From an optimization exercise on the open Yosys and OpenROAD flow, aimed at small area, a short achievable clock period and few clock cycles; shortcuts taken in it are not production practice. No run shown here included a check of the RTL's function; only the layout flow was run. No activity file was given, so power comes from the tool's default toggle rates.

File: flow/design.v
module RISC15(clk, proc_rst, mem_addr, mem_wdata, mem_write_n, mem_rdata, halted);
	input  wire        clk, proc_rst;
	output wire [15:0] mem_addr;
	output wire [15:0] mem_wdata;
	output wire        mem_write_n;
	input  wire [15:0] mem_rdata;
	output reg         halted;
	reg  [15:0] MA;         
	reg         fetching;   
	reg         rv;         
	reg  [15:0] IR;         
	reg  [7:0]  sa, sb;     
	reg         d_va;       
	reg         d_jlr;      
	reg         d_lhi;      
	reg         iv;         
	reg         bt;         
	reg  [15:0] pcX;        
	reg         nj;         
	reg         lport;      
	reg  [2:0]  ldr_p;
	reg         ldp;        
	reg  [2:0]  ldr_w;
	reg         wn;
	reg  [15:0] wd;
	reg         rst_q;      
	reg  [15:0] R [0:6];
	assign mem_addr    = MA;
	assign mem_wdata   = wd;
	assign mem_write_n = wn;
	wire [3:0]  op = IR[15:12];
	wire [2:0]  ra = IR[11:9], rb = IR[8:6], rc = IR[5:3];
	wire [15:0] simm = {{10{IR[5]}}, IR[5:0]};
	wire is_add = op == 4'b0000;
	wire is_adi = op == 4'b0001;
	wire is_ndu = op == 4'b0010;
	wire is_lhi = op == 4'b0011;
	wire is_lw  = op == 4'b0100;
	wire is_sw  = op == 4'b0101;
	wire is_jlr = op == 4'b1001;
	wire is_beq = op == 4'b1100;
	wire is_hlt = op == 4'b1010 || op == 4'b1011 || op == 4'b1101 || op == 4'b1110 || op == 4'b1111;
	reg [15:0] va, vb;
	integer k;
	always @* begin
		va = sa[7] ? pcX : 16'd0;
		vb = sb[7] ? pcX : 16'd0;
		for (k = 0; k < 7; k = k + 1) begin
			va = va | (sa[k] ? R[k] : 16'd0);
			vb = vb | (sb[k] ? R[k] : 16'd0);
		end
	end
	wire [15:0] opb = d_va ? va : d_lhi ? {IR[8:0], 7'd0} : {simm[15:1], simm[0] | d_jlr};
	wire [15:0] ap  = vb ^ opb;
	wire [15:0] ag  = vb & opb;
	reg  [15:0] gg, pp, g2, p2;
	integer l, j;
	always @* begin
		gg = ag; pp = ap;
		for (l = 0; l < 4; l = l + 1) begin
			g2 = gg; p2 = pp;
			for (j = 0; j < 16; j = j + 1)
				if (j[l]) begin
					g2[j] = gg[j] | (pp[j] & gg[((j >> l) << l) - 1]);
					p2[j] = pp[j] & pp[((j >> l) << l) - 1];
				end
			gg = g2; pp = p2;
		end
	end
	wire [15:0] sum = ap ^ {gg[14:0], 1'b0};
	wire        eq  = ~|ap;
	reg  [13:0] hc;
	integer m;
	always @* begin
		hc[0] = 1'b1;
		for (m = 1; m < 14; m = m + 1) hc[m] = hc[m-1] & pcX[m+1];
	end
	wire [13:0] hinc = pcX[15:2] ^ hc;
	wire [15:0] pc1  = {&pcX[1:0] ? hinc : pcX[15:2], pcX[1:0] + 2'd1};
	wire ra_chk = is_add | is_ndu | is_adi | is_sw | is_beq | is_lhi | is_jlr;
	wire rb_chk = is_add | is_ndu | is_adi | is_sw | is_beq | is_lw | is_jlr;
	wire rc_chk = is_add | is_ndu;
	wire dep = lport & iv & ((ra_chk & ra == ldr_p) | (rb_chk & rb == ldr_p) | (rc_chk & rc == ldr_p));
	wire wr_op  = is_add | is_ndu | is_adi | is_lhi | is_jlr;
	wire wstall = ldp;
	wire go     = iv & ~bt & ~wstall & ~dep & ~is_hlt;
	wire taken  = go & is_beq & eq;            
	wire run    = (go & ~taken) | bt;
	wire jlrj   = go & is_jlr & (ra != rb);
	wire jump   = jlrj | bt;
	wire memop  = go & (is_lw | is_sw);
	wire ld_ir  = rv & (~iv | run);
	wire [1:0]  nk  = {1'b0, ~nj} + {1'b0, rv & ~dep} + {1'b0, fetching};
	wire [2:0]  nlo = {1'b0, pcX[1:0]} + {1'b0, nk};
	wire [15:0] nf  = {nlo[2] ? hinc : pcX[15:2], nlo[1:0]};
	wire        wr_x = go & wr_op;
	wire [2:0]  wa   = ldp ? ldr_w : (is_add | is_ndu) ? rc : ra;
	wire        s_sum = ~rst_q & ~ldp & (is_add | is_adi | is_jlr | is_lhi);
	wire        s_ndu = ~rst_q & ~ldp & is_ndu;
	wire        s_ld  = ~rst_q & ldp;
	wire [15:0] wdat = ({16{s_sum}} & sum) | ({16{s_ndu}} & ~ag) | ({16{s_ld}} & mem_rdata);
	wire        we   = wr_x | ldp;
	integer i;
	always @(posedge clk)
		for (i = 0; i < 7; i = i + 1)
			if (rst_q || (we && wa == i)) R[i] <= wdat;
	wire [15:0] ir_in = (mem_rdata[15:12] == 4'b0001) ?
	                    {mem_rdata[15:12], mem_rdata[8:6], mem_rdata[11:9], mem_rdata[5:0]} : mem_rdata;
	always @(posedge clk) begin
		wd <= va;
		ldr_p <= ra;
		ldr_w <= ldr_p;
		rst_q <= ~proc_rst;
		if (ld_ir) begin
			IR <= ir_in;
			sa <= 8'd1 << (ir_in[15:12] == 4'b1001 ? ir_in[8:6] : ir_in[11:9]);
			sb <= ir_in[15:12] == 4'b1001 ? 8'h80 : ir_in[15:12] == 4'b0011 ? 8'h00 : 8'd1 << ir_in[8:6];
			d_jlr <= ir_in[15:12] == 4'b1001;
			d_lhi <= ir_in[15:12] == 4'b0011;
			d_va <= ir_in[15:12] == 4'b0000 || ir_in[15:12] == 4'b0010 || ir_in[15:12] == 4'b1100;
		end else if (taken) begin
			sb <= 8'h80;            
			d_va <= 1'b0;
		end
		if (~proc_rst) begin
			MA <= 16'd0;
			fetching <= 1'b1;
			rv <= 1'b0;
			iv <= 1'b0;
			bt <= 1'b0;
			pcX <= 16'd0;
			nj <= 1'b1;
			lport <= 1'b0;
			ldp <= 1'b0;
			wn <= 1'b1;
			halted <= 1'b0;
		end else begin
			MA <= jlrj ? va : (memop | bt) ? sum : nf;
			fetching <= ~memop;
			rv <= fetching & ~jump;
			iv <= jump ? 1'b0 : ld_ir ? 1'b1 : run ? 1'b0 : iv;
			bt <= taken;
			if (jump) begin pcX <= jlrj ? va : sum; nj <= 1'b1; end
			else if (ld_ir) begin pcX <= nj ? pcX : pc1; nj <= 1'b0; end
			lport <= go & is_lw;
			ldp <= lport;
			wn <= ~(go & is_sw);
			halted <= halted | (iv & is_hlt);
		end
	end
endmodule
File: flow/flow/run.sh
#!/bin/bash
# Standard layout (the standard.sh), with repair aiming for a larger setup margin.
bash standard.sh SETUP_SLACK_MARGIN=7 finish > standard.log 2>&1
File: flow/standard.sh
#!/bin/bash
# synth_recipe.tcl (not shown) runs the flow's synth.tcl, then flattens the netlist and writes it again
# the make line also repeats each setting of config.mk as NAME=value (left out here)
make -C /OpenROAD-flow-scripts/flow DESIGN_CONFIG=/design/flow/config.mk WORK_HOME=/design/flow/orfs CLKGATE_MAP_FILE= SYNTH_SCRIPT=/design/flow/synth_recipe.tcl "${@:-finish}"
File: flow/config.mk
export PLATFORM = sky130hd
export DESIGN_NAME = RISC15
export DESIGN_NICKNAME = RISC15
export VERILOG_FILES = /design/flow/design.v
export SDC_FILE = /design/flow/constraint.sdc
export NUM_CORES = 4
export LEC_CHECK = 0
export ABC_AREA = 1
export CAP_MARGIN = 20
export CORE_MARGIN = 2
export CORE_UTILIZATION = 40
export SLEW_MARGIN = 20
File: flow/constraint.sdc
create_clock -name core_clock -period 10.0 [get_ports {clk}]
set_input_delay 2.0000 -clock core_clock [delete_from_list [all_inputs] [get_ports {clk}]]
set_output_delay 2.0000 -clock core_clock [all_outputs]
set_load 0.01 [all_outputs]
==> metrics.md, run 1 <==
| Metric | Value |
|---|---|
| Number of global-route vias before repair | `around 10k` |
| Die width | `169 um` |
| Setup CP Type | `register to register` |
| Buffers added on ports | `51` |
| Cell-by-cell trace of the critical path | `buf_4 -> buf_4 -> nand2_1 -> o21ai_0 -> a221oi_2 -> nand3_2 -> o22ai_2 -> inv_1 -> ha_4 -> a21oi_2 -> o21ai_1 -> nand2_1 -> nand2_1 -> a21oi_2 -> nand2_1 -> nand2_2 -> nand2_4 -> buf_4 -> nand2_1 -> nand3_1 -> a21oi_1` |
| Post-synth EDFFs | `approximately 150` |
| Fraction of registers with async set or reset after synthesis | `0` |
| Max_cap viols | `0` |
| Post-Syn Area | `about 11000 sq um` |
| Initial DRC count | `between 1k and 1.5k` |
| CP Capture Type | `register` |
| Fmax | `around 0.28 GHz` |
| Critical Path Slowest Stage Cell | `edfxtp_1` |
| Synth Flop Type | `edfxtp_1` |
| Vert. Die Dim | `between 150 and 200 um` |
| Post-synthesis area per instance | `8.86 sq um` |
| Grt ovf | `0` |
| Slowest stage delay, CP | `just under 400 ps` |
| ANT cells | `0` |
| Pre-CTS WS | `about 5700 ps` |
| Slew HR | `0.322` |
| Area Overhead vs Synth | `46.0%` |
| Dpl hpwl | `roughly 25 mm` |
| Vias/cell | `around 5.8` |
| Worst Hold End | `ldr_w[1]` |
| Total Negative Setup Slacks | `0 ps` |
| R2r worst-path depth | `21` |
| Share of layout cells above drive strength 1 | `0.401` |
| Syn Inst Count | `1227` |
| Syn nets | `~1.3k` |
| Final Slew Violations | `0` |
| Detailed-route DRC error count | `0` |
| Syn. warnings | `2` |
| Worst Hold Depth | `0` |
| Layout Nets | `between 1.5k and 2k` |
| Reg2reg start | `sa[5]` |
| Pre-antenna DRT Iters | `5` |
| Peak supply drop | `approximately 0.12 mV` |
| CTS Hold Bufs | `0` |
| Avg WL per Cell | `22.4 um` |
| RePlAce Congestion | `around 0.93` |
| Unrepaired setup endpoints after global routing | `true` |
| Critical path buffer and inverter count | `4` |
| Clk Latency, worst-skew pair | `roughly 520 ps` |
| P per Cell Area | `182 nW/um^2` |
| Yosys cell types | `47` |
| Critical path's most frequent cell | `nand2_1` |
| WL final | `approximately 41 mm` |
| I/O Pins | `52` |
| Worst Path Required | `10440 ps` |
| Element type at the critical path start | `register` |
| Initial antenna violation count | `0` |
| Clock Sinks | `211` |
| Largest net degree at the start of global routing | `30` |
| Min-delay worst type | `register to register` |
| Vias | `roughly 11k` |
| # rows | `60` |
| Top-area cell type share of the netlist area | `0.406` |
| Die area | `between 20000 and 30000 sq um` |
| Setup violators final | `0` |
| Min-delay src | `ldr_p[1]` |
| Final Cycle Share | `0.351` |
| First-pass GRT wire length | `59.7 mm` |
| Capturing point of the worst reg2reg path | `MA[13]` |
| Crit path DAT | `3960 ps` |
| Placeable Area | `26800 sq um` |
| Total CTS buffers | `23` |
| Post-route ant nets | `0` |
| Largest area contributor in the netlist | `edfxtp_1` |
| Sequential share of the synthesized area | `0.524` |
| Flop-to-flop setup slack | `roughly 6500 ps` |
| Final worst setup slack | `approximately 6500 ps` |
| Top Family by Delay on Critical Path | `compound AO/OA/AOI/OAI gates` |
| Final setup skew | `9.19 ps` |
| Outcome | `timing/DRC/antenna clean` |
| Crit path time final | `roughly 3500 ps` |
| Root buf cell | `clkbuf_16` |
| Non-filler instance count after layout | `between 1.5k and 2k` |
| Critical-path maximum fanout | `7` |
| H-tree levels | `1` |
| GRT Total Usage | `0.276` |
| Max clock buf depth | `3` |
| Top cells by area, synth | `edfxtp_1 (41%), nand2_1 (12%), dfxtp_1 (12%)` |
| Worst-Margin Slew | `between 1000 and 1500 ps` |
| Filler Cell Count | `approximately 2k` |
| Cells after DPL | `1575` |
| Final hold vios | `0` |
| Leak | `just under 7 nW` |
| Initial Util | `0.405` |
| Reg clk slew, reported paths | `approximately 60 ps` |
| CTS tree | `built` |
| Synthesis-stage register bit count | `between 200 and 250` |
-- area by class of cell --
| cell class | instances | area (sq um) | share of cell area |
|---|---|---|---|
| multi-input cells | 820 | 5950 | 0.375 |
| flip-flops and latches | 211 | 5700 | 0.360 |
| repair buffers | 275 | 2370 | 0.150 |
| clock buffers | 25 | 583 | 0.0368 |
| inverters | 146 | 574 | 0.0362 |
| well taps | 341 | 427 | 0.0269 |
| clock inverters | 16 | 234 | 0.0148 |
| repair inverters | 2 | 15.0 | 0.000947 |
-- power by group --
| part | switching (W) | total [W] | internal (W) |
|---|---|---|---|
| clock | 0.000360 | 0.000934 | 0.000575 |
| combinational | 0.000490 | 0.000873 | 0.000383 |
| sequential | 0.0000507 | 0.00108 | 0.00103 |
| total | 0.000900 | 0.00289 | 0.00199 |
-- registers in the layout, summed over array words and instances, names as in the netlist --
signal and cells:
fetching 1, sa 8, IR 16, d_jlr 1
d_lhi 1, rv 1, lport 1, ldr_w 3
wn 1, d_va 1, nj 1, halted 1
R 112, ldr_p 3, bt 1, ldp 1
MA 16, sb 8, rst_q 1, wd 16
iv 1, pcX 16
-- cells by family (layout without fill, tap and decap cells) --
logic type                 count (synthesis)  in the layout  synth area share
xor gates and xnor gates                  13             13            0.0105
buffers and inverters                    199            464            0.0721
and+or+nand+nor                          573            576             0.229
AOI/OAI and AO/OA                        196            196             0.121
DFF                                      211            211             0.524
adders and majority gates                 35             35            0.0438
-- how the worst max path moves through the flow --
stage,slack [ps],from,cells past startpoint,to
6_report,6490,sa[5],21,MA[13]
5_1_grt,6370,sa[5],21,MA[13]
4_1_cts,6720,sa[2],19,pcX[9]
3_5_place_dp,5720,sa[7],17,sa[7]
3_3_place_gp,5810,proc_rst,4,iv
2_1_floorplan,6830,sa[0],17,IR[0]
-- cell usage after synthesis, types with 10 or more instances --
cell type    n
o211ai_1    10
o221ai_1    17
edfxtp_1   147
o21ai_0     62
nor2_1      63
nor2_2      15
nand3_1     87
a21oi_1     30
a221oi_1    37
ha_1        30
nand4_1     14
nand2_1    351
clkbuf_1    41
nor3_1      13
o22ai_1     10
inv_1      140
dfxtp_1     64
-- what timing repair did --
item                                    CTS  global route
pin swaps                                88            61
endpoints found under the setup margin  238           309
gates resized for setup                 371           150
gates cloned                              7             0
setup buffers                           174            39
-- cell usage in the layout, fill, tap and decap left out, types with 7 or more instances in the layout --
cell               n
dfxtp_1           60
buf_6             53
a21oi_1           10
ha_4              12
o21ai_2           14
inv_2             23
a221oi_2          19
o21ai_1           15
nand2_2           42
buf_12             9
a21oi_2           20
buf_4            160
inv_1            114
nand4_1           14
edfxtp_1         147
nor4_4             7
o211ai_1          10
nand3_2           22
nor2_2            19
o21ai_4            9
a221oi_1          17
clkinvlp_4         9
nand3_4            7
o221ai_4           8
nor2_1            54
buf_2             36
nand2_1          295
clkbuf_16         23
clkdlybuf4s50_1   11
o21ai_0           29
ha_1              12
nand2_4           21
nand3_1           63
-- stage by stage --
step | util | total power (W) | area, sq um | hold slack (ps)
3_3_place_gp | 0.442 | 0.00157 | 11800 | 415
6_report | 0.592 | 0.00289 | 15900 | 424
4_1_cts | 0.560 | 0.00274 | 15000 | 428
2_1_floorplan | - | 0.00140 | 11100 | 391
5_1_grt | 0.592 | 0.00298 | 15900 | 443
3_5_place_dp | 0.442 | 0.00157 | 11800 | 419
-- metal layers --
layer	vias to the layer above	part of all wire	track usage
li1	4735	-	-
met1	5073	0.37	0.356
met2	716	0.45	0.439
met3	196	0.10	0.0484
met4	0	0.069	0.157
met5	-	0	0
==> run 2, diff against run 1 <==
==> flow/flow/run.sh (replaced) <==
#!/bin/bash
# Standard layout (the standard.sh), with two changes in how it is made:
# repair aims for a larger setup margin, and the port buffers are buf_1 cells.
bash standard.sh SETUP_SLACK_MARGIN=8 "BUFFER_PORTS_ARGS=-buffer_cell sky130_fd_sc_hd__buf_1"  finish > standard.log 2>&1
--- a/flow/config.mk
+++ b/flow/config.mk
@@ -9,4 +9,6 @@
 export CAP_MARGIN = 20
 export CORE_MARGIN = 2
 export CORE_UTILIZATION = 40
+export CTS_BUF_LIST = sky130_fd_sc_hd__clkbuf_8
 export SLEW_MARGIN = 20
+export TNS_END_PERCENT = 5
==> run 2 against run 1 <==
  * Still clean
  * Combinational power is 23% lower
  * Global-route usage shrank 2.0 points
  * Register-to-register slack improved by 70 ps
  * Synthesized cell count did not move
  * Critical path depth decreased by 4
  * Critical path type unchanged
  * Highest routed layer unchanged
==> metrics.md, run 2 <==
| Metric | Value |
|---|---|
| Critical-path maximum fanout | `9` |
| Total CTS buffers | `36` |
| Vias/cell | `about 5.7` |
| Commonest non-fill, non-tap cells in the layout | `nand2_1 (324), edfxtp_1 (147), inv_1 (132), buf_4 (89), nand3_1 (72)` |
| Leak | `around 6 nW` |
| Layout Nets | `between 1k and 1.5k` |
| Peak supply drop | `~0.075 mV` |
| GRT Total Usage | `0.256` |
| Area occupied by multi-input gates | `between 5000 and 6000 sq um` |
| Initial Util | `0.405` |
| Post-synth EDFFs | `147` |
| Final Cycle Share | `0.344` |
| Clk Latency, worst-skew pair | `~560 ps` |
| P per Cell Area | `roughly 180 nW/um^2` |
| Max_cap viols | `0` |
| Crit path DAT | `between 3000 and 4000 ps` |
| Slowest stage delay, CP | `approximately 390 ps` |
| Crit path time final | `roughly 3400 ps` |
| Clock Sinks | `211` |
| Worst Hold Depth | `0` |
| R2r worst-path depth | `17` |
| Number of global-route vias before repair | `9239` |
| Grt ovf | `0` |
| Reg clk slew, reported paths | `60 ps` |
| Synth Flop Type | `edfxtp_1` |
| Non-filler instance count after layout | `between 1.5k and 2k` |
| Setup violators final | `0` |
| Synth top cells by count | `nand2_1 (351), edfxtp_1 (147), inv_1 (140)` |
| Yosys cell types | `between 40 and 50` |
| Slew HR | `0.333` |
| Die area | `28500 sq um` |
| H-tree levels | `2` |
| Syn nets | `1280` |
| Most frequent cell after synthesis | `nand2_1` |
| Detailed-route DRC error count | `0` |
| Synthesis-stage register bit count | `between 200 and 250` |
| Worst-Margin Slew | `between 900 and 1000 ps` |
| Syn Inst Count | `about 1.2k` |
| Unrepaired setup endpoints after global routing | `true` |
| # rows | `60` |
| Vert. Die Dim | `~170 um` |
| Post-synthesis area per instance | `8.86 sq um` |
| Syn. warnings | `2` |
| ANT cells | `0` |
| Outcome | `timing/DRC/antenna clean` |
| Largest register FFs | `~110` |
| Largest net degree at the start of global routing | `30` |
| Area Overhead vs Synth | `29.0%` |
| Top-area cell type share of the netlist area | `0.406` |
| Reg area | `approximately 5700 sq um` |
| Cell-by-cell trace of the critical path | `buf_4 -> buf_4 -> a221oi_1 -> nand3_1 -> o22ai_1 -> inv_1 -> ha_1 -> buf_4 -> nand2_1 -> nor3_4 -> inv_1 -> nor2_1 -> nand2_4 -> nand2_2 -> nand2_2 -> nand2_2 -> o221ai_4` |
| WL final | `approximately 38 mm` |
| Buffers added on ports | `approximately 50` |
| Hold WS | `~420 ps` |
| Largest area contributor in the netlist | `edfxtp_1` |
| Min-delay worst type | `register to register` |
| Largest Register | `R` |
| Share of layout cells above drive strength 1 | `0.254` |
| Fraction of registers with async set or reset after synthesis | `0` |
| Final Slew Violations | `0` |
| Element type at the critical path start | `register` |
| Cells after DPL | `between 1.5k and 2k` |
| Initial DRC count | `~1.1k` |
| Pre-antenna DRT Iters | `5` |
| Root buf cell | `clkbuf_8` |
| Worst Path Required | `around 10000 ps` |
| Final hold vios | `0` |
| Placeable Area | `~27000 sq um` |
| Post-Syn Area | `about 11000 sq um` |
| Filler Cell Count | `roughly 2.4k` |
| Total Negative Setup Slacks | `0 ps` |
| Die width | `~170 um` |
| Top cells by area, synth | `edfxtp_1 (41%), nand2_1 (12%), dfxtp_1 (12%)` |
| Dpl hpwl | `about 24 mm` |
| Sequential share of the synthesized area | `0.524` |
| CTS Hold Bufs | `0` |
| Setup CP Type | `register to register` |
| Commonest non-fill, non-tap cell in the layout | `nand2_1` |
| Vias | `about 10k` |
| Final setup skew | `around 29 ps` |
| First-pass GRT wire length | `roughly 55 mm` |
| CP Capture Type | `register` |
| Finished Core Util | `0.523` |
| Post-route ant nets | `0` |
| Avg WL per Cell | `21.5 um` |
| RePlAce Congestion | `about 0.96` |
| Max clock buf depth | `3` |
| Critical Path Slowest Stage Cell | `ha_1` |
| Initial antenna violation count | `0` |
| CTS tree | `built` |
| PnR Total Power | `about 0.0026 W` |
| I/O Pins | `52` |
| Fmax | `between 0.2 and 0.3 GHz` |
run 2: stage by stage:
step	worst slack, ps	area (sq um)
after global placement	5820	11500
after global routing	6450	14000
final	6560	14000
after detailed placement	5720	11500
after floorplan	6830	11000
after CTS	6640	13300
run 2: worst max-delay path: cells and delay by family (launching register included):
| family | cells | cell delay, ps |
|---|---|---|
| and+or+nand+nor | 8 | 990 |
| buffers and inverters | 5 | 730 |
| AOI/OAI and AO/OA | 3 | 650 |
| adders and majority gates | 1 | 390 |
| DFF | 1 | 350 |
run 2: layer usage:
metal	global-route usage	vias up	wire [um]
met4	0.153	0	2300
met1	0.334	4669	14700
li1	-	4527	-
met3	0.0500	150	3610
met2	0.397	583	16900
met5	0	-	0
run 2: logic make-up after synthesis:
kind of cell / Yosys count / share of synthesized area
compound gates: 196 / 0.121
xor+xnor: 13 / 0.0105
fa+ha+maj: 35 / 0.0438
buf+inv: 199 / 0.0721
flops: 211 / 0.524
simple gates: 573 / 0.229
run 2: timing repair:
action,4_1_cts,5_1_grt
pin swaps,31,60
setup endpoints to repair,360,359
buffers inserted,71,25
gates cloned,2,0
gates resized for setup,80,108
run 2: worst paths after layout:
| kind | start | end | slack, ps |
|---|---|---|---|
| worst max-delay path | sa[3] | R[2][13] | 6560 |
| worst min-delay path | ldr_p[1] | ldr_w[1] | 420 |
| worst min register to register | ldr_p[1] | ldr_w[1] | 420 |
| worst max register to register | sa[3] | R[2][13] | 6560 |
run 2: power by group:
| part | switching [W] | internal [W] | total [W] |
|---|---|---|---|
| logic | 0.000416 | 0.000260 | 0.000676 |
| registers | 0.0000465 | 0.00103 | 0.00107 |
| clock network | 0.000367 | 0.000451 | 0.000819 |
| total | 0.000830 | 0.00174 | 0.00257 |
run 2: layout make-up:
class,count,area share
Sequential cell,211,0.407
Timing Repair inverter,1,0.000536
Clock buffer,40,0.0393
Clock inverter,26,0.0146
Timing Repair Buffer,161,0.0824
Inverter,146,0.0406
Multi-Input combinational cell,818,0.385
Tap cell,341,0.0304
==> run 3, diff against run 2 <==
--- a/flow/design.v
+++ b/flow/design.v
@@ -60,9 +60,9 @@
 		for (l = 0; l < 4; l = l + 1) begin
 			g2 = gg; p2 = pp;
 			for (j = 0; j < 16; j = j + 1)
-				if (j[l]) begin
-					g2[j] = gg[j] | (pp[j] & gg[((j >> l) << l) - 1]);
-					p2[j] = pp[j] & pp[((j >> l) << l) - 1];
+				if (j >= (1 << l)) begin
+					g2[j] = gg[j] | (pp[j] & gg[j - (1 << l)]);
+					p2[j] = pp[j] & pp[j - (1 << l)];
 				end
 			gg = g2; pp = p2;
 		end
==> flow/flow/run.sh (replaced) <==
#!/bin/bash
# Standard layout (the standard.sh), with two changes in how it is made:
# repair aims for a larger setup margin, and the port buffers are buf_1 cells.
bash standard.sh SETUP_SLACK_MARGIN=8 "BUFFER_PORTS_ARGS=-buffer_cell sky130_fd_sc_hd__buf_1" finish > standard.log 2>&1
--- a/flow/config.mk
+++ b/flow/config.mk
@@ -9,6 +9,7 @@
 export CAP_MARGIN = 20
 export CORE_MARGIN = 2
 export CORE_UTILIZATION = 40
-export CTS_BUF_LIST = sky130_fd_sc_hd__clkbuf_8
+export CTS_CLUSTER_DIAMETER = 80
+export CTS_CLUSTER_SIZE = 20
 export SLEW_MARGIN = 20
 export TNS_END_PERCENT = 5
==> run 3 against run 2 <==
  * Largest power group unchanged
  * Critical endpoint is now R[1][8]
  * Via count increased by 1.6%
  * Global-route usage rose by 0.79 points
  * Utilization is 0.84 points higher
  * Power decreased by 0.18%
  * Sequential power hardly changed
  * Design area increased by 1.6%
  * Setup slack improved by 86 ps
==> metrics.md, run 3 <==
| Metric | Value |
|---|---|
| Unrepaired setup endpoints after global routing | `true` |
| Area after DPL | `between 10000 and 15000 sq um` |
| CTS Hold Bufs | `0` |
| Crit path time final | `3360 ps` |
| Final hold vios | `0` |
| Layout Nets | `about 1.4k` |
| Vert. Die Dim | `around 170 um` |
| Synthesis-stage register bit count | `211` |
| Worst Path Required | `10150 ps` |
| P per Cell Area | `~180 nW/um^2` |
| Clk Latency, worst-skew pair | `around 500 ps` |
| H-tree levels | `1` |
| Syn Inst Count | `roughly 1.2k` |
| Post-Syn Area | `10800 sq um` |
| Setup CP Type | `register to register` |
| Leak | `roughly 5.8 nW` |
| Root buf cell | `clkbuf_16` |
| Grt ovf | `0` |
| Pre-antenna DRT Iters | `6` |
| Final Slew Violations | `0` |
| Filler Cell Count | `around 2.3k` |
| Synth Flop Type | `edfxtp_1` |
| Clock Sinks | `about 210` |
| Final Cycle Share | `0.336` |
| Initial Util | `0.405` |
| Placeable Area | `between 20000 and 30000 sq um` |
| Non-filler instance count after layout | `1741` |
| Area Overhead vs Synth | `31.3%` |
| Outcome | `timing/DRC/antenna clean` |
| Syn. warnings | `2` |
| Synth top cells by count | `nand2_1 (349), edfxtp_1 (147), inv_1 (119)` |
| Worst-Margin Slew | `between 1000 and 1500 ps` |
| Sequential share of the synthesized area | `0.525` |
| RePlAce Congestion | `approximately 0.95` |
| ANT cells | `0` |
| Avg WL per Cell | `22.4 um` |
| Post-synthesis area per instance | `8.94 sq um` |
| GRT Total Usage | `0.264` |
| Max clock buf depth | `3` |
| Initial antenna violation count | `0` |
| Share of layout cells above drive strength 1 | `0.271` |
| Largest area contributor in the netlist | `edfxtp_1` |
| Largest register FFs | `between 100 and 150` |
| Die area | `about 28000 sq um` |
| Top-area cell type share of the netlist area | `0.407` |
| Fraction of registers with async set or reset after synthesis | `0` |
| # rows | `60` |
| Peak supply drop | `0.0972 mV` |
| Commonest non-fill, non-tap cell in the layout | `nand2_1` |
| Most frequent cell after synthesis | `nand2_1` |
| Reg clk slew, reported paths | `roughly 90 ps` |
| Dpl hpwl | `between 20 and 30 mm` |
| Final setup skew | `slightly below 20 ps` |
| Die width | `169 um` |
| Element type at the critical path start | `register` |
| CP Capture Type | `register` |
| Total CTS buffers | `15` |
| Critical-path maximum fanout | `16` |
| Crit path DAT | `3500 ps` |
| Detailed-route DRC error count | `0` |
| CTS tree | `built` |
| Max_cap viols | `0` |
| First-pass GRT wire length | `56.7 mm` |
| Yosys cell types | `48` |
| Number of global-route vias before repair | `~9.5k` |
| Setup violators final | `0` |
| Top cells by area, synth | `edfxtp_1 (41%), nand2_1 (12%), dfxtp_1 (12%)` |
| Total Negative Setup Slacks | `0 ps` |
| Buffers added on ports | `51` |
| Min-delay worst type | `register to register` |
| Initial DRC count | `~1.3k` |
| WL final | `39.0 mm` |
| Vias | `~10k` |
| Final standard cell area without fillers | `14200 sq um` |
| Largest Register | `R` |
| Largest net degree at the start of global routing | `32` |
| Fmax | `0.298 GHz` |
| Cells after DPL | `around 1.6k` |
| Commonest non-fill, non-tap cells in the layout | `nand2_1 (325), edfxtp_1 (147), buf_4 (126), inv_1 (103), nand3_1 (75)` |
| Post-route ant nets | `0` |
| Vias/cell | `slightly below 6` |
| Post-synth EDFFs | `around 150` |
| Syn nets | `between 1k and 1.5k` |
| Slew HR | `0.157` |
| I/O Pins | `52` |
[run 3: cell families after synthesis]
logic type      after synthesis  synth area share
compound gates              215             0.131
simple gates                554             0.218
xor+xnor                     23            0.0186
mux                           2           0.00185
fa+ha+maj                    33            0.0401
buf+inv                     176            0.0652
flops                       211             0.525
[run 3: per-stage QoR]
step | utilization | hold WS [ps] | setup slack (ps) | power [W]
CTS | 0.500 | 434 | 6710 | 0.00241
floorplan | - | 396 | 6900 | 0.00146
global route | 0.531 | 442 | 6540 | 0.00266
global placement | 0.429 | 421 | 5800 | 0.00164
detailed placement | 0.429 | 421 | 5770 | 0.00164
finish | 0.531 | 434 | 6640 | 0.00256
[run 3: worst paths after layout]
| check | cells past startpoint | to | slack [ps] | start |
|---|---|---|---|---|
| setup / recovery | 13 | R[1][8] | 6640 | sa[3] |
| hold / removal | 2 | ldp | 430 | lport |
| hold reg to reg | 2 | ldp | 430 | lport |
| setup reg to reg | 13 | R[1][8] | 6640 | sa[3] |
[run 3: report_power, final]
part	switching, W	internal, W	leakage, nW
clock	0.000312	0.000289	0.212
sequential	0.0000567	0.00103	2.02
combinational	0.000514	0.000358	3.58
total	0.000883	0.00168	5.82
[run 3: cell type report]
cell class                      instances  area, sq um  share of cell area
Tap cell                              341          427              0.0300
Clock buffer                           19          400              0.0281
Inverter                              127          520              0.0365
Timing Repair Buffer                  208         1590               0.112
Timing Repair inverter                  3         22.5             0.00158
Clock inverter                          4         32.5             0.00228
Multi-Input combinational cell        828         5550               0.390
Sequential cell                       211         5700               0.400
[run 3: layer usage]
layer | track usage | share of wire
met2 | 0.412 | 0.43
met1 | 0.352 | 0.40
met3 | 0.0468 | 0.10
met4 | 0.141 | 0.071
met5 | 0 | 0
[run 3: what timing repair did]
item	CTS	global route
buffers inserted	103	40
setup endpoints to repair	364	364
gates cloned	5	2
resized for setup	116	119
pin swaps	43	64
[run 3: critical path: stages (launching register included)]
cell      delay (ps)
edfxtp_1         370
buf_4            240
nand2_2          110
nand3_2          100
nor4_4           330
o22ai_1          160
ha_4             200
fa_2             380
nand3_2          110
nand3_4          100
a21boi_4         240
o21ai_2          110
xnor2_2          300
o221ai_2         250
==> run 4, diff against run 3 <==
--- a/flow/design.v
+++ b/flow/design.v
@@ -15,6 +15,7 @@
 	reg         d_lhi;      
 	reg         iv;         
 	reg         bt;         
+	reg  [6:0]  bimm;       
 	reg  [15:0] pcX;        
 	reg         nj;         
 	reg         lport;      
@@ -30,7 +31,8 @@
 	assign mem_write_n = wn;
 	wire [3:0]  op = IR[15:12];
 	wire [2:0]  ra = IR[11:9], rb = IR[8:6], rc = IR[5:3];
-	wire [15:0] simm = {{10{IR[5]}}, IR[5:0]};
+	wire [6:0]  imm7 = bt ? bimm : {IR[5], IR[5:0]};
+	wire [15:0] simm = {{9{imm7[6]}}, imm7};
 	wire is_add = op == 4'b0000;
 	wire is_adi = op == 4'b0001;
 	wire is_ndu = op == 4'b0010;
@@ -50,7 +52,7 @@
 			vb = vb | (sb[k] ? R[k] : 16'd0);
 		end
 	end
-	wire [15:0] opb = d_va ? va : d_lhi ? {IR[8:0], 7'd0} : {simm[15:1], simm[0] | d_jlr};
+	wire [15:0] opb = d_va ? va : (d_lhi & ~bt) ? {IR[8:0], 7'd0} : {simm[15:1], simm[0] | (d_jlr & ~bt)};
 	wire [15:0] ap  = vb ^ opb;
 	wire [15:0] ag  = vb & opb;
 	reg  [15:0] gg, pp, g2, p2;
@@ -60,9 +62,9 @@
 		for (l = 0; l < 4; l = l + 1) begin
 			g2 = gg; p2 = pp;
 			for (j = 0; j < 16; j = j + 1)
-				if (j >= (1 << l)) begin
-					g2[j] = gg[j] | (pp[j] & gg[j - (1 << l)]);
-					p2[j] = pp[j] & pp[j - (1 << l)];
+				if (j[l]) begin
+					g2[j] = gg[j] | (pp[j] & gg[((j >> l) << l) - 1]);
+					p2[j] = pp[j] & pp[((j >> l) << l) - 1];
 				end
 			gg = g2; pp = p2;
 		end
@@ -89,7 +91,7 @@
 	wire jlrj   = go & is_jlr & (ra != rb);
 	wire jump   = jlrj | bt;
 	wire memop  = go & (is_lw | is_sw);
-	wire ld_ir  = rv & (~iv | run);
+	wire ld_ir  = rv & (~iv | go);       
 	wire [1:0]  nk  = {1'b0, ~nj} + {1'b0, rv & ~dep} + {1'b0, fetching};
 	wire [2:0]  nlo = {1'b0, pcX[1:0]} + {1'b0, nk};
 	wire [15:0] nf  = {nlo[2] ? hinc : pcX[15:2], nlo[1:0]};
@@ -108,6 +110,7 @@
 	                    {mem_rdata[15:12], mem_rdata[8:6], mem_rdata[11:9], mem_rdata[5:0]} : mem_rdata;
 	always @(posedge clk) begin
 		wd <= va;
+		bimm <= {IR[5], IR[5:0]} - {6'd0, ld_ir & ~nj};    
 		ldr_p <= ra;
 		ldr_w <= ldr_p;
 		rst_q <= ~proc_rst;
@@ -118,7 +121,8 @@
 			d_jlr <= ir_in[15:12] == 4'b1001;
 			d_lhi <= ir_in[15:12] == 4'b0011;
 			d_va <= ir_in[15:12] == 4'b0000 || ir_in[15:12] == 4'b0010 || ir_in[15:12] == 4'b1100;
-		end else if (taken) begin
+		end
+		if (taken) begin
 			sb <= 8'h80;            
 			d_va <= 1'b0;
 		end
@@ -145,7 +149,7 @@
 			lport <= go & is_lw;
 			ldp <= lport;
 			wn <= ~(go & is_sw);
-			halted <= halted | (iv & is_hlt);
+			halted <= halted | (iv & ~bt & is_hlt);
 		end
 	end
 endmodule
==> flow/flow/run.sh (replaced) <==
#!/bin/bash
# Standard layout (the standard.sh), with repair aiming for a larger setup margin.
bash standard.sh SETUP_SLACK_MARGIN=7 finish > standard.log 2>&1
--- a/flow/config.mk
+++ b/flow/config.mk
@@ -9,7 +9,4 @@
 export CAP_MARGIN = 20
 export CORE_MARGIN = 2
 export CORE_UTILIZATION = 40
-export CTS_CLUSTER_DIAMETER = 80
-export CTS_CLUSTER_SIZE = 20
 export SLEW_MARGIN = 20
-export TNS_END_PERCENT = 5
==> run 4 against run 3 <==
  * Clock-buffer cell count increased by 11
  * Die area increased by 2.7%
  * Critical path depth increased by 6
  * Critical path type unchanged
  * Largest cell class unchanged
  * Largest power group is now combinational cells
==> metrics.md, run 4 <==
| Metric | Value |
|---|---|
| Worst Hold Depth | `0` |
| # rows | `61` |
| ANT cells | `0` |
| Unrepaired setup endpoints after global routing | `true` |
| Outcome | `timing/DRC/antenna clean` |
| Commonest non-fill, non-tap cell in the layout | `nand2_1` |
| Min-delay src | `ldr_p[1]` |
| R2r worst-path depth | `19` |
| Largest area contributor in the netlist | `edfxtp_1` |
| Initial DRC count | `approximately 1.4k` |
| Total CTS buffers | `24` |
| Total Negative Setup Slacks | `0 ps` |
| Sequential share of the synthesized area | `0.515` |
| Worst Path Required | `10210 ps` |
| Syn Inst Count | `roughly 1.2k` |
| Final setup skew | `between 10 and 15 ps` |
| Slew HR | `0.333` |
| First-pass GRT wire length | `60.0 mm` |
| Clock Sinks | `approximately 220` |
| Post-route ant nets | `0` |
| Dpl hpwl | `around 28 mm` |
| Fmax | `between 0.2 and 0.3 GHz` |
| GRT Total Usage | `0.281` |
| Root buf cell | `clkbuf_16` |
| CTS tree | `built` |
| Detailed-route DRC error count | `0` |
| Grt ovf | `0` |
| Worst-Margin Slew | `997 ps` |
| Yosys cell types | `50` |
| Avg WL per Cell | `about 24 um` |
| Critical-path maximum fanout | `7` |
| Vias | `between 10k and 15k` |
| Final Cycle Share | `0.370` |
| Area Overhead vs Synth | `32.0%` |
| Final Slew Violations | `0` |
| Clk Latency, worst-skew pair | `between 500 and 600 ps` |
| Top-area cell type share of the netlist area | `0.372` |
| Min-delay worst type | `register to register` |
| I/O Pins | `52` |
| Max_cap viols | `0` |
| P per Cell Area | `230 nW/um^2` |
| Initial antenna violation count | `0` |
| Most frequent cell after synthesis | `nand2_1` |
| Vert. Die Dim | `approximately 170 um` |
| Peak supply drop | `approximately 0.12 mV` |
| WL final | `between 40 and 50 mm` |
| Fraction of registers with async set or reset after synthesis | `0` |
| Vias/cell | `5.79` |
| Setup violators final | `0` |
| Layout Nets | `around 1.4k` |
| CP Capture Type | `register` |
| Crit path DAT | `3910 ps` |
| Worst Hold End | `ldr_w[1]` |
| Synth top cells by count | `nand2_1 (301), edfxtp_1 (138), inv_1 (135)` |
| Setup CP Type | `register to register` |
| Largest Register | `R` |
| Synthesis-stage register bit count | `about 220` |
| Final standard cell area without fillers | `approximately 15000 sq um` |
| Element type at the critical path start | `register` |
| Top cells by area, synth | `edfxtp_1 (37%), dfxtp_1 (14%), nand2_1 (10%)` |
| Reg2reg start | `sa[1]` |
| Reg clk slew, reported paths | `around 70 ps` |
| Share of layout cells above drive strength 1 | `0.305` |
| Flop-to-flop setup slack | `approximately 6300 ps` |
| Buffers added on ports | `51` |
| RePlAce Congestion | `~1.0` |
| Initial Util | `0.404` |
| Largest net degree at the start of global routing | `39` |
| Syn. warnings | `2` |
| Syn nets | `between 1k and 1.5k` |
| Leak | `approximately 6 nW` |
| Placeable Area | `approximately 28000 sq um` |
| Capturing point of the worst reg2reg path | `R[3][7]` |
| Pre-antenna DRT Iters | `6` |
| Max clock buf depth | `3` |
| Finished Core Util | `0.533` |
| Final hold vios | `0` |
| Number of global-route vias before repair | `9519` |
| Die area | `between 20000 and 30000 sq um` |
| Area after DPL | `approximately 12000 sq um` |
| Largest register FFs | `approximately 110` |
| Post-synthesis area per instance | `between 8 and 9 sq um` |
| Post-Syn Area | `roughly 11000 sq um` |
| Die width | `between 150 and 200 um` |
| Post-synth EDFFs | `138` |
| H-tree levels | `1` |
| Crit path time final | `3700 ps` |
| Commonest non-fill, non-tap cells in the layout | `nand2_1 (263), edfxtp_1 (138), inv_1 (109), nand3_1 (96), buf_4 (78)` |
| Synth Flop Type | `edfxtp_1` |
run 4: power breakdown:
part	internal, W	switching [W]
combinational	0.000553	0.000753
sequential	0.00109	0.0000775
clock	0.000532	0.000381
total	0.00217	0.00121
run 4: logic make-up (layout without fill, tap and decap cells):
family                   Yosys count  after routing  synth area share
buffers and inverters            193            348            0.0689
AND/OR/NAND/NOR                  549            550             0.217
flip-flops                       218            218             0.515
XOR/XNOR                          20             20            0.0157
adder cells (fa/ha/maj)           38             38            0.0467
AO/OA/AOI/OAI                    231            232             0.137
run 4: worst max-delay path by stage:
stage	from	endpoint	slack, ps
after floorplan	sa[1]	R[0][9]	6600
after detailed placement	sa[7]	R[0][9]	5680
after CTS	sa[1]	R[0][9]	6280
after global routing	sa[1]	MA[9]	6200
final	sa[1]	R[3][7]	6300
after global placement	proc_rst	iv	5720
run 4: layer usage:
| layer | vias to the layer above | wire length [um] | track usage |
|---|---|---|---|
| met5 | - | 0 | 0 |
| met1 | 4906 | 16700 | 0.378 |
| met2 | 651 | 18200 | 0.423 |
| met3 | 142 | 4590 | 0.0571 |
| met4 | 0 | 2640 | 0.154 |
| li1 | 4627 | - | - |
run 4: final cells by class:
type,count,area [sq um]
Sequential cell,218,5760
Inverter,141,558
Clock buffer,30,664
Multi-Input combinational cell,840,5760
Clock inverter,14,158
Fill cell,2505,12900
Timing Repair Buffer,161,1340
Tap cell,378,473
Timing Repair inverter,2,12.5
run 4: through the flow:
step	total power, W	instances	setup WS, ps	hold slack (ps)
after CTS	0.00308	1751	6280	426
final	0.00338	1784	6300	424
after floorplan	0.00164	1249	6600	397
after global routing	0.00350	1784	6200	437
after global placement	0.00193	1638	5720	410
after detailed placement	0.00194	1638	5680	417
run 4: worst max-delay path, cell delays in order, from the launching register on:
cell,delay (ps)
edfxtp_1,530
nand2_1,110
o211ai_1,100
a221oi_2,200
nand4_1,210
o21ai_1,190
inv_1,70
ha_2,200
fa_2,390
a21oi_2,150
o21bai_2,90
nand2_2,90
nand2_2,70
buf_6,120
buf_6,110
buf_6,110
a21oi_4,160
xor2_2,170
buf_4,140
o221ai_4,170
run 4: what timing repair did:
| action | 4_1_cts | 5_1_grt |
|---|---|---|
| hold buffers | 0 | 0 |
| pin swaps | 63 | 71 |
| endpoints found under the setup margin | 220 | 269 |
| buffers inserted | 66 | 30 |
| gates cloned | 3 | 2 |
| resized for setup | 270 | 141 |

==> afterwards: timing with drivers on the ports <==
Ports are ideal in the flow. The routed layouts listed here were re-timed in OpenROAD.
Step 1 (the two cells are an assumption about what drives the block):
set clk [get_ports {clk}]
set_driving_cell -lib_cell sky130_fd_sc_hd__clkbuf_16 $clk
set_driving_cell -lib_cell sky130_fd_sc_hd__buf_2 [delete_from_list [all_inputs] $clk]
Step 2 adds t to the input delays and takes it off the output delays; t is the mean of the earliest and latest rising clock arrival at the registers after step 1. Input paths then give back, and output paths get back, about the clock's delay inside the block.
a / b / c = ideal / step 1 / step 2; a / b = the first two.
run	t, ns	setup WS [ns]	hold slack, ns	worst setup path after step 2	latest minus earliest clock arrival (ns)
run 1	0.571	6.488 / 6.488 / 6.488	0.424 / 0.424 / 0.424	register to register	0.010 / 0.009
run 2	0.589	6.559 / 6.559 / 6.239	0.424 / 0.424 / 0.424	input to register	0.028 / 0.029
run 3	0.536	6.645 / 6.645 / 6.205	0.434 / 0.434 / 0.434	input to register	0.020 / 0.020
run 4	0.571	6.304 / 6.304 / 6.304	0.424 / 0.424 / 0.424	register to register	0.015 / 0.015
After both steps every run listed still meets setup and hold. For run 3, which loses most, drivers alone change the setup slack by 0.000 ns; drivers and shift together by -0.440 ns.
